From an optimization exercise on the open Yosys and OpenROAD flow, aimed at small area, a short achievable clock period and few clock cycles; shortcuts taken in it are not production practice. RTL that was checked went through simulation tests only; none was proved equivalent to the original.

==> v38: inputs <==
## solver
module solver (
    input  logic         clk,
    input  logic         resetN,
    input  logic         start_enable,
    input  logic [31:0]  seq1_in,
    input  logic [31:0]  seq2_in,
    input  logic [127:0] above_row_score,
    input  logic [127:0] left_col_score,
    input  logic [3:0]   tile_row,
    input  logic [3:0]   tile_col,
    output logic         solver_done,
    output logic [511:0] arrow_matrix,
    output logic [127:0] last_row_score,
    output logic [127:0] last_col_score,
    output logic [7:0]   max_score,
    output logic [7:0]   max_pos,
    output logic [3:0]   out_tile_row,
    output logic [3:0]   out_tile_col
);
export LEC_CHECK = 0
export CAP_MARGIN = 20
export CORE_MARGIN = 2
export CORE_UTILIZATION = 55
export SLEW_MARGIN = 20
export SYNTH_HIERARCHICAL = 1
create_clock -name core_clock -period 22.0 [get_ports {clk}]
standard.sh (not shown) runs the stock make flow with config.mk's settings and CLKGATE_MAP_FILE= SYNTH_SCRIPT=/design/flow/synth_recipe.tcl, a recipe that flattens the netlist after the stock synthesis.
==> flow/flow/run.sh <==
#!/bin/bash
# The standard layout (the standard.sh, unchanged synthesis) with two
# changes to how it is optimised:
#  - timing repair after CTS and global routing aims for 16 ns of setup
#    slack at the design's clock period, so it upsizes and buffers the
#    critical paths instead of stopping at 0 ns of slack;
set -o pipefail
export SETUP_SLACK_MARGIN=16
export BUFFER_PORTS_ARGS="-buffer_cell sky130_fd_sc_hd__buf_4"
bash standard.sh finish > standard.log 2>&1
==> inputs of v15, as changes to v38 <==
==> flow/config.mk (replaced) <==
export PLATFORM = sky130hd
export DESIGN_NAME = solver
export DESIGN_NICKNAME = solver
export VERILOG_FILES = /design/flow/design.v
export SDC_FILE = /design/flow/constraint.sdc
export NUM_CORES = 4
export LEC_CHECK = 0
export CAP_MARGIN = 20
export CORE_MARGIN = 2
export CORE_UTILIZATION = 65
export CTS_CLUSTER_DIAMETER = 100
export CTS_CLUSTER_SIZE = 20
export SLEW_MARGIN = 20
export SYNTH_HIERARCHICAL = 1
==> inputs of v33, as changes to v38 <==
--- a/flow/design.v
+++ b/flow/design.v
@@ -180,16 +180,16 @@
         if (!busy)
             cqn[9:0] = {seq2_in[1:0], seq2_in[3:2], seq2_in[5:4], seq2_in[7:6], seq2_in[9:8]};
         else
             cqn[9:0] = {cq[5:0], nq_lo, nq_hi};
         cqn[37:10] = cq[33:6];
     end
     logic [9:0] r00;
-    sw_pe_cell00 u_cell00 (.hu(above_row_score[7:0]), .hl(left_col_score[7:0]),
-                           .match(seq1_in[1:0] == seq2_in[1:0]), .r(r00));
+    assign r00 = sw_cell(8'd0, above_row_score[7:0], left_col_score[7:0],
+                         seq1_in[1:0] == seq2_in[1:0]);
     always_comb begin
         wn = busy ? {na_hi, na_lo, w[23:16]} : above_row_score[23:0];
         for (int i = 0; i < 16; i++)
             for (int k = 0; k < 2; k++)
                 mrn[2*i+k] = (seq1_in[2*i +: 2] == cqn[2*(i-k+3) +: 2]);
     end
     always_ff @(posedge clk) begin
@@ -300,32 +300,50 @@
     logic [3:0]  c_ok;                   
     logic [31:0] c_v;                    
     logic [15:0] c_r;                    
     logic [3:0]  c_b;                    
     logic [3:0]  n_ok;
     logic [31:0] n_v;
     logic [15:0] n_r;
-    genvar gk2, gh2;
-    generate
-        for (gk2 = 0; gk2 < 2; gk2++) begin : s1k
-            for (gh2 = 0; gh2 < 2; gh2++) begin : s1h
-                logic [63:0] vals;
-                logic [7:0]  oks;
-                for (genvar q = 0; q < 8; q++) begin : lf
-                    assign oks[q] = vr[2*(8*gh2+q)+gk2];
-                    if (gk2 == 1) assign vals[8*q +: 8] = p1[8*(8*gh2+q) +: 8];
-                    else          assign vals[8*q +: 8] = p2[8*(8*gh2+q) +: 8];
+    always_comb begin
+        for (int k = 0; k < 2; k++) begin
+            for (int h = 0; h < 2; h++) begin
+                logic       o0 [8];
+                logic [7:0] v0 [8];
+                logic [2:0] r0 [8];
+                logic       o1 [4];
+                logic [7:0] v1 [4];
+                logic [2:0] r1 [4];
+                logic       o2 [2];
+                logic [7:0] v2 [2];
+                logic [2:0] r2 [2];
+                for (int q = 0; q < 8; q++) begin
+                    o0[q] = vr[2*(8*h+q)+k];
+                    v0[q] = (k == 1) ? p1[8*(8*h+q) +: 8] : p2[8*(8*h+q) +: 8];
+                    r0[q] = 3'(q);
+                end
+                for (int q = 0; q < 4; q++) begin
+                    if (o0[2*q+1] && (!o0[2*q] || !ge8(v0[2*q], v0[2*q+1])))
+                         begin v1[q] = v0[2*q+1]; r1[q] = r0[2*q+1]; end
+                    else begin v1[q] = v0[2*q];   r1[q] = r0[2*q];   end
+                    o1[q] = o0[2*q] | o0[2*q+1];
+                end
+                for (int q = 0; q < 2; q++) begin
+                    if (o1[2*q+1] && (!o1[2*q] || !ge8(v1[2*q], v1[2*q+1])))
+                         begin v2[q] = v1[2*q+1]; r2[q] = r1[2*q+1]; end
+                    else begin v2[q] = v1[2*q];   r2[q] = r1[2*q];   end
+                    o2[q] = o1[2*q] | o1[2*q+1];
                 end
-                sw_max8 u_max (.ok(oks), .v(vals),
-                               .best_ok(n_ok[2*gk2+gh2]), .best_v(n_v[(2*gk2+gh2)*8 +: 8]),
-                               .best_r(n_r[(2*gk2+gh2)*4 +: 3]));
-                assign n_r[(2*gk2+gh2)*4 + 3] = 1'(gh2);
+                if (o2[1] && (!o2[0] || !ge8(v2[0], v2[1])))
+                     begin n_v[(2*k+h)*8 +: 8] = v2[1]; n_r[(2*k+h)*4 +: 4] = {1'(h), r2[1]}; end
+                else begin n_v[(2*k+h)*8 +: 8] = v2[0]; n_r[(2*k+h)*4 +: 4] = {1'(h), r2[0]}; end
+                n_ok[2*k+h] = o2[0] | o2[1];
             end
         end
-    endgenerate
+    end
     always_ff @(posedge clk) begin
         c_ok <= n_ok;
         c_v <= n_v;
         c_r <= n_r;
         c_b <= {tc[2:0] - 3'd1, 1'b1};       
     end
     logic [7:0] m_v, m_p;
@@ -334,15 +352,15 @@
         logic       a_ok, b_ok, s_ok;
         logic [7:0] t_v [7];
         logic [7:0] t_p [7];
         logic [7:0] u_v [4];
         logic [7:0] u_p [4];
         logic [7:0] x_v, x_p, y_v, y_p, z_v, z_p;
         logic [15:0] c_c;
-        logic q1, q2, q3, ga, gb, gc;
+        logic q1, q2, q3;
         q1 = 1'b0; q2 = 1'b0; q3 = 1'b0;
         for (int c = 0; c < 4; c++)
             c_c[4*c +: 4] = c_b + 4'(c / 2) - c_r[4*c +: 4];
         if (c_ok[1] && (!c_ok[0] || !ge8(c_v[7:0], c_v[15:8])))
              begin a_v = c_v[15:8];  a_p = {c_r[7:4], c_c[7:4]};   end
         else begin a_v = c_v[7:0];   a_p = {c_r[3:0], c_c[3:0]};   end
         a_ok = c_ok[0] | c_ok[1];
@@ -371,33 +389,22 @@
         u_v[3] = t_v[6]; u_p[3] = t_p[6];
         if (ge8(u_v[0], u_v[1])) begin x_v = u_v[0]; x_p = u_p[0]; end
         else                     begin x_v = u_v[1]; x_p = u_p[1]; end
         if (ge8(u_v[2], u_v[3])) begin y_v = u_v[2]; y_p = u_p[2]; end
         else                     begin y_v = u_v[3]; y_p = u_p[3]; end
         if (ge8(x_v, y_v)) begin z_v = x_v; z_p = x_p; end
         else               begin z_v = y_v; z_p = y_p; end
-        ga = 1'b1; gb = 1'b1; gc = 1'b1;
-        for (int c = 0; c < 4; c++) begin
-            ga = ga & (!c_ok[c] | ge8(t_v[1], c_v[8*c +: 8]));
-            gb = gb & (!c_ok[c] | ge8(t_v[2], c_v[8*c +: 8]));
-            gc = gc & (!c_ok[c] | ge8(t_v[5], c_v[8*c +: 8]));
-        end
-        for (int j = 0; j < 7; j++) begin
-            if (j != 1) ga = ga & ge8(t_v[1], t_v[j]);
-            if (j != 2) gb = gb & ge8(t_v[2], t_v[j]);
-            if (j != 5) gc = gc & ge8(t_v[5], t_v[j]);
-        end
-        q1 = mr[2*14]   && ga && ge8(t_v[1], max_score) && t_v[1] != 8'd255;    
-        q2 = mr[2*15]   && gb && ge8(t_v[2], max_score) && t_v[2] != 8'd255;    
-        q3 = mr[2*15+1] && gc && ge8(t_v[5], max_score) && t_v[5] != 8'd255;    
         if (tc == 4'd14) begin
             if (!ge8(m_v, z_v)) begin m_v = z_v; m_p = z_p; end
-            if (q1)      begin m_v = t_v[1] + 8'd1; m_p = {4'd14, 4'd15}; end
-            else if (q2) begin m_v = t_v[2] + 8'd1; m_p = {4'd15, 4'd14}; end
-            else if (q3) begin m_v = t_v[5] + 8'd1; m_p = 8'hFF;         end
+            q1 = mr[2*14] && m_v == p2[8*13 +: 8] && m_v != 8'd255;       
+            q2 = mr[2*15] && m_v == p2[8*14 +: 8] && m_v != 8'd255;       
+            q3 = mr[2*15+1] && m_v == p1[8*14 +: 8] && m_v != 8'd255;     
+            if (q1)      begin m_v = p2[8*13 +: 8] + 8'd1; m_p = {4'd14, 4'd15}; end
+            else if (q2) begin m_v = p2[8*14 +: 8] + 8'd1; m_p = {4'd15, 4'd14}; end
+            else if (q3) begin m_v = p1[8*14 +: 8] + 8'd1; m_p = 8'hFF;         end
         end
     end
     always_ff @(posedge clk) begin
         if (busy) begin
             if (tc == 4'd0) begin
                 max_score <= h00;
                 max_pos   <= '0;
@@ -627,253 +634,7 @@
         if (diag)              sw_cell_x = {2'b01, d};
         else if (!c_ul)        sw_cell_x = {2'b11, l};
         else if (upos)         sw_cell_x = {2'b10, u};
         else                   sw_cell_x = {2'b00, 8'd0};
     endfunction
     assign r = sw_cell_x(x, hu, hl);
 endmodule
-module sw_pe_cell00 (
-    input  logic [7:0] hu,
-    input  logic [7:0] hl,
-    input  logic       match,
-    output logic [9:0] r
-);
-    function automatic logic ge8(input logic [7:0] a, input logic [7:0] b);
-        logic [7:0] g, p;
-        logic [3:0] g1, p1;
-        logic [1:0] g2, p2;
-        g = a & ~b;
-        p = a | ~b;
-        for (int n = 0; n < 4; n++) begin
-            g1[n] = g[2*n+1] | (p[2*n+1] & g[2*n]);
-            p1[n] = p[2*n+1] & p[2*n];
-        end
-        for (int n = 0; n < 2; n++) begin
-            g2[n] = g1[2*n+1] | (p1[2*n+1] & g1[2*n]);
-            p2[n] = p1[2*n+1] & p1[2*n];
-        end
-        ge8 = g2[1] | (p2[1] & (g2[0] | p2[0]));
-    endfunction
-    function automatic logic [7:0] pand8(input logic [7:0] v);
-        logic [7:0] a1, a2;
-        for (int n = 0; n < 8; n++) a1[n] = (n >= 1) ? v[n] & v[n-1] : v[n];
-        for (int n = 0; n < 8; n++) a2[n] = (n >= 2) ? a1[n] & a1[n-2] : a1[n];
-        for (int n = 0; n < 8; n++) pand8[n] = (n >= 4) ? a2[n] & a2[n-4] : a2[n];
-    endfunction
-    function automatic logic [9:0] sw_cell(input logic [7:0] hd, input logic [7:0] hu,
-                                           input logic [7:0] hl, input logic match);
-        logic [8:0] x;
-        logic [7:0] d, u, l, pd1, pd0, pu, pl, ph;
-        logic       c2, dpos, upos, lpos, c_du, c_dl, c_ul, diag;
-        pd1 = pand8(hd);                         
-        pd0 = pand8(~hd);                        
-        pu  = pand8(~{hu[7:1], 1'b0});           
-        pl  = pand8(~{hl[7:1], 1'b0});
-        ph  = pand8({hd[7:2], 2'b11});           
-        x[0] = ~hd[0];
-        x[1] = hd[1] ^ hd[0] ^ match;
-        c2   = match ? (hd[1] | hd[0]) : (hd[1] & hd[0]);
-        x[2] = hd[2] ^ c2;
-        for (int n = 3; n < 8; n++) x[n] = hd[n] ^ (c2 & ph[n-1]);
-        x[8] = c2 & ph[7];
-        d[0] = ~hd[0];
-        for (int n = 1; n < 8; n++) d[n] = hd[n] ^ (match ? pd1[n-1] : pd0[n-1]);
-        if (match && pd1[7]) d = 8'd255;
-        u[0] = hu[0];
-        l[0] = hl[0];
-        u[1] = ~hu[1];
-        l[1] = ~hl[1];
-        for (int n = 2; n < 8; n++) begin
-            u[n] = hu[n] ^ pu[n-1];
-            l[n] = hl[n] ^ pl[n-1];
-        end
-        dpos = match | (|hd[7:1]);
-        upos = (|hu[7:2]) | (&hu[1:0]);
-        lpos = (|hl[7:2]) | (&hl[1:0]);
-        c_du = x[8] | ge8(x[7:0], hu);
-        c_dl = x[8] | ge8(x[7:0], hl);
-        c_ul = !lpos | ge8(hu, hl);           
-        diag = dpos & c_du & c_dl;
-        if (diag)              sw_cell = {2'b01, d};
-        else if (!c_ul)        sw_cell = {2'b11, l};
-        else if (upos)         sw_cell = {2'b10, u};
-        else                   sw_cell = {2'b00, 8'd0};
-    endfunction
-    function automatic logic [8:0] xinc(input logic [7:0] h, input logic match);
-        logic [7:0] ph;
-        logic       c2;
-        ph = pand8({h[7:2], 2'b11});           
-        xinc[0] = ~h[0];
-        xinc[1] = h[1] ^ h[0] ^ match;
-        c2 = match ? (h[1] | h[0]) : (h[1] & h[0]);
-        xinc[2] = h[2] ^ c2;
-        for (int n = 3; n < 8; n++) xinc[n] = h[n] ^ (c2 & ph[n-1]);
-        xinc[8] = c2 & ph[7];
-    endfunction
-    function automatic logic [9:0] sw_cell_x(input logic [8:0] x, input logic [7:0] hu,
-                                             input logic [7:0] hl);
-        logic [7:0] d, u, l, px, pu, pl;
-        logic       dpos, upos, lpos, c_du, c_dl, c_ul, diag;
-        px = pand8(~{x[7:1], 1'b0});             
-        d[0] = x[0];
-        d[1] = ~x[1];
-        for (int n = 2; n < 8; n++) d[n] = x[n] ^ px[n-1];
-        if (x[8] && x[1]) d = 8'd255;
-        pu = pand8(~{hu[7:1], 1'b0});
-        pl = pand8(~{hl[7:1], 1'b0});
-        u[0] = hu[0];
-        l[0] = hl[0];
-        u[1] = ~hu[1];
-        l[1] = ~hl[1];
-        for (int n = 2; n < 8; n++) begin
-            u[n] = hu[n] ^ pu[n-1];
-            l[n] = hl[n] ^ pl[n-1];
-        end
-        dpos = (|x[8:2]) | (&x[1:0]);
-        upos = (|hu[7:2]) | (&hu[1:0]);
-        lpos = (|hl[7:2]) | (&hl[1:0]);
-        c_du = x[8] | ge8(x[7:0], hu);
-        c_dl = x[8] | ge8(x[7:0], hl);
-        c_ul = !lpos | ge8(hu, hl);
-        diag = dpos & c_du & c_dl;
-        if (diag)              sw_cell_x = {2'b01, d};
-        else if (!c_ul)        sw_cell_x = {2'b11, l};
-        else if (upos)         sw_cell_x = {2'b10, u};
-        else                   sw_cell_x = {2'b00, 8'd0};
-    endfunction
-    assign r = sw_cell(8'd0, hu, hl, match);
-endmodule
-module sw_max8 (
-    input  logic [7:0]  ok,
-    input  logic [63:0] v,
-    output logic        best_ok,
-    output logic [7:0]  best_v,
-    output logic [2:0]  best_r
-);
-    function automatic logic ge8(input logic [7:0] a, input logic [7:0] b);
-        logic [7:0] g, p;
-        logic [3:0] g1, p1;
-        logic [1:0] g2, p2;
-        g = a & ~b;
-        p = a | ~b;
-        for (int n = 0; n < 4; n++) begin
-            g1[n] = g[2*n+1] | (p[2*n+1] & g[2*n]);
-            p1[n] = p[2*n+1] & p[2*n];
-        end
-        for (int n = 0; n < 2; n++) begin
-            g2[n] = g1[2*n+1] | (p1[2*n+1] & g1[2*n]);
-            p2[n] = p1[2*n+1] & p1[2*n];
-        end
-        ge8 = g2[1] | (p2[1] & (g2[0] | p2[0]));
-    endfunction
-    function automatic logic [7:0] pand8(input logic [7:0] v);
-        logic [7:0] a1, a2;
-        for (int n = 0; n < 8; n++) a1[n] = (n >= 1) ? v[n] & v[n-1] : v[n];
-        for (int n = 0; n < 8; n++) a2[n] = (n >= 2) ? a1[n] & a1[n-2] : a1[n];
-        for (int n = 0; n < 8; n++) pand8[n] = (n >= 4) ? a2[n] & a2[n-4] : a2[n];
-    endfunction
-    function automatic logic [9:0] sw_cell(input logic [7:0] hd, input logic [7:0] hu,
-                                           input logic [7:0] hl, input logic match);
-        logic [8:0] x;
-        logic [7:0] d, u, l, pd1, pd0, pu, pl, ph;
-        logic       c2, dpos, upos, lpos, c_du, c_dl, c_ul, diag;
-        pd1 = pand8(hd);                         
-        pd0 = pand8(~hd);                        
-        pu  = pand8(~{hu[7:1], 1'b0});           
-        pl  = pand8(~{hl[7:1], 1'b0});
-        ph  = pand8({hd[7:2], 2'b11});           
-        x[0] = ~hd[0];
-        x[1] = hd[1] ^ hd[0] ^ match;
-        c2   = match ? (hd[1] | hd[0]) : (hd[1] & hd[0]);
-        x[2] = hd[2] ^ c2;
-        for (int n = 3; n < 8; n++) x[n] = hd[n] ^ (c2 & ph[n-1]);
-        x[8] = c2 & ph[7];
-        d[0] = ~hd[0];
-        for (int n = 1; n < 8; n++) d[n] = hd[n] ^ (match ? pd1[n-1] : pd0[n-1]);
-        if (match && pd1[7]) d = 8'd255;
-        u[0] = hu[0];
-        l[0] = hl[0];
-        u[1] = ~hu[1];
-        l[1] = ~hl[1];
-        for (int n = 2; n < 8; n++) begin
-            u[n] = hu[n] ^ pu[n-1];
-            l[n] = hl[n] ^ pl[n-1];
-        end
-        dpos = match | (|hd[7:1]);
-        upos = (|hu[7:2]) | (&hu[1:0]);
-        lpos = (|hl[7:2]) | (&hl[1:0]);
-        c_du = x[8] | ge8(x[7:0], hu);
-        c_dl = x[8] | ge8(x[7:0], hl);
-        c_ul = !lpos | ge8(hu, hl);           
-        diag = dpos & c_du & c_dl;
-        if (diag)              sw_cell = {2'b01, d};
-        else if (!c_ul)        sw_cell = {2'b11, l};
-        else if (upos)         sw_cell = {2'b10, u};
-        else                   sw_cell = {2'b00, 8'd0};
-    endfunction
-    function automatic logic [8:0] xinc(input logic [7:0] h, input logic match);
-        logic [7:0] ph;
-        logic       c2;
-        ph = pand8({h[7:2], 2'b11});           
-        xinc[0] = ~h[0];
-        xinc[1] = h[1] ^ h[0] ^ match;
-        c2 = match ? (h[1] | h[0]) : (h[1] & h[0]);
-        xinc[2] = h[2] ^ c2;
-        for (int n = 3; n < 8; n++) xinc[n] = h[n] ^ (c2 & ph[n-1]);
-        xinc[8] = c2 & ph[7];
-    endfunction
-    function automatic logic [9:0] sw_cell_x(input logic [8:0] x, input logic [7:0] hu,
-                                             input logic [7:0] hl);
-        logic [7:0] d, u, l, px, pu, pl;
-        logic       dpos, upos, lpos, c_du, c_dl, c_ul, diag;
-        px = pand8(~{x[7:1], 1'b0});             
-        d[0] = x[0];
-        d[1] = ~x[1];
-        for (int n = 2; n < 8; n++) d[n] = x[n] ^ px[n-1];
-        if (x[8] && x[1]) d = 8'd255;
-        pu = pand8(~{hu[7:1], 1'b0});
-        pl = pand8(~{hl[7:1], 1'b0});
-        u[0] = hu[0];
-        l[0] = hl[0];
-        u[1] = ~hu[1];
-        l[1] = ~hl[1];
-        for (int n = 2; n < 8; n++) begin
-            u[n] = hu[n] ^ pu[n-1];
-            l[n] = hl[n] ^ pl[n-1];
-        end
-        dpos = (|x[8:2]) | (&x[1:0]);
-        upos = (|hu[7:2]) | (&hu[1:0]);
-        lpos = (|hl[7:2]) | (&hl[1:0]);
-        c_du = x[8] | ge8(x[7:0], hu);
-        c_dl = x[8] | ge8(x[7:0], hl);
-        c_ul = !lpos | ge8(hu, hl);
-        diag = dpos & c_du & c_dl;
-        if (diag)              sw_cell_x = {2'b01, d};
-        else if (!c_ul)        sw_cell_x = {2'b11, l};
-        else if (upos)         sw_cell_x = {2'b10, u};
-        else                   sw_cell_x = {2'b00, 8'd0};
-    endfunction
-    always_comb begin
-        logic       o1 [4];
-        logic [7:0] v1 [4];
-        logic [2:0] r1 [4];
-        logic       o2 [2];
-        logic [7:0] v2 [2];
-        logic [2:0] r2 [2];
-        for (int q = 0; q < 4; q++) begin
-            if (ok[2*q+1] && (!ok[2*q] || !ge8(v[16*q +: 8], v[16*q+8 +: 8])))
-                 begin v1[q] = v[16*q+8 +: 8]; r1[q] = 3'(2*q+1); end
-            else begin v1[q] = v[16*q +: 8];   r1[q] = 3'(2*q);   end
-            o1[q] = ok[2*q] | ok[2*q+1];
-        end
-        for (int q = 0; q < 2; q++) begin
-            if (o1[2*q+1] && (!o1[2*q] || !ge8(v1[2*q], v1[2*q+1])))
-                 begin v2[q] = v1[2*q+1]; r2[q] = r1[2*q+1]; end
-            else begin v2[q] = v1[2*q];   r2[q] = r1[2*q];   end
-            o2[q] = o1[2*q] | o1[2*q+1];
-        end
-        if (o2[1] && (!o2[0] || !ge8(v2[0], v2[1])))
-             begin best_v = v2[1]; best_r = r2[1]; end
-        else begin best_v = v2[0]; best_r = r2[0]; end
-        best_ok = o2[0] | o2[1];
-    end
-endmodule
==> flow/config.mk (replaced) <==
export PLATFORM = sky130hd
export DESIGN_NAME = solver
export DESIGN_NICKNAME = solver
export VERILOG_FILES = /design/flow/design.v
export SDC_FILE = /design/flow/constraint.sdc
export NUM_CORES = 4
export LEC_CHECK = 0
export CAP_MARGIN = 20
export CORE_MARGIN = 2
export CORE_UTILIZATION = 40
export SLEW_MARGIN = 20
export SYNTH_HIERARCHICAL = 1
==> results.txt <==
| metric | v15 | v33 | v38 |
|---|---|---|---|
| Status | complete, no violations | complete, no violations | complete, no violations |
| Number of distinct library cells after synthesis | 115 | 114 | 115 |
| GR Util met3 | 13.5% | 6.26% | 8.30% |
| Share of layout cells above drive strength 1 | 20.2% | 26.0% | 21.4% |
| Core region area | 148,000 um2 | 230,000 um2 | 174,000 um2 |
| Cell count along the critical path | 1 | 30 | 1 |
| Adder-Cell Fraction of Synth Area | 5.57% | 5.21% | 5.57% |
| Mux contribution to synthesized area | 10.2% | 9.87% | 10.2% |
| Final-layout clock buffer total | 124 | 190 | 186 |
| Met2 wirelength from detailed routing | 161 mm | 182 mm | 173 mm |
| Clock latency of the later-clocked register in the worst-skew pair | 0.73 ns | 0.84 ns | 0.83 ns |
| Simple logic cell fraction of the synthesized area | 18.0% | 18.0% | 18.0% |
| Origin of the worst setup path | p2[48] | c_v[13] | max_pos[1] |
| Vias/cell | 6.89 | 5.94 | 6.51 |
| Post-cts repair resize count | 88 | 467 | 135 |
Testbench counts of v38, summed over its fixed seeds: cycles 12,288.
Testbench counts of v15, summed over its fixed seeds: cycles 12,288.
Only the layout flow was run in v33; the RTL was not checked for function there.

re-timing with driven ports:
In the flow no input, the clock included, has a driving cell. The finished layouts below were timed again as built, in two steps.
Step 1 assumes that a clkbuf_16 drives the clock port and a buf_2 every other input.
Step 2 adds t to the input delays and takes it off the output delays; t is the mean of the earliest and latest rising clock arrival at the registers after step 1. Input paths then give back, and output paths get back, about the clock's delay inside the block.
Three values: ideal ports, drivers, drivers and shift; two values: the first two.
run | t (ns) | setup WS [ns] | worst hold slack (ns) | worst slew at a driven data input, ns
v38 | 0.914 | 15.971 / 15.871 / 15.309 | 0.400 / 0.400 / 0.400 | 0.14
v15 | 0.813 | 15.989 / 15.891 / 15.326 | 0.414 / 0.414 / 0.414 | 0.18
v33 | 0.929 | 15.012 / 15.012 / 14.838 | 0.399 / 0.399 / 0.399 | 0.15
After both steps every run listed still meets setup and hold. The setup slack of v15, which loses most, moves by -0.098 ns with the drivers and by -0.663 ns with both steps.
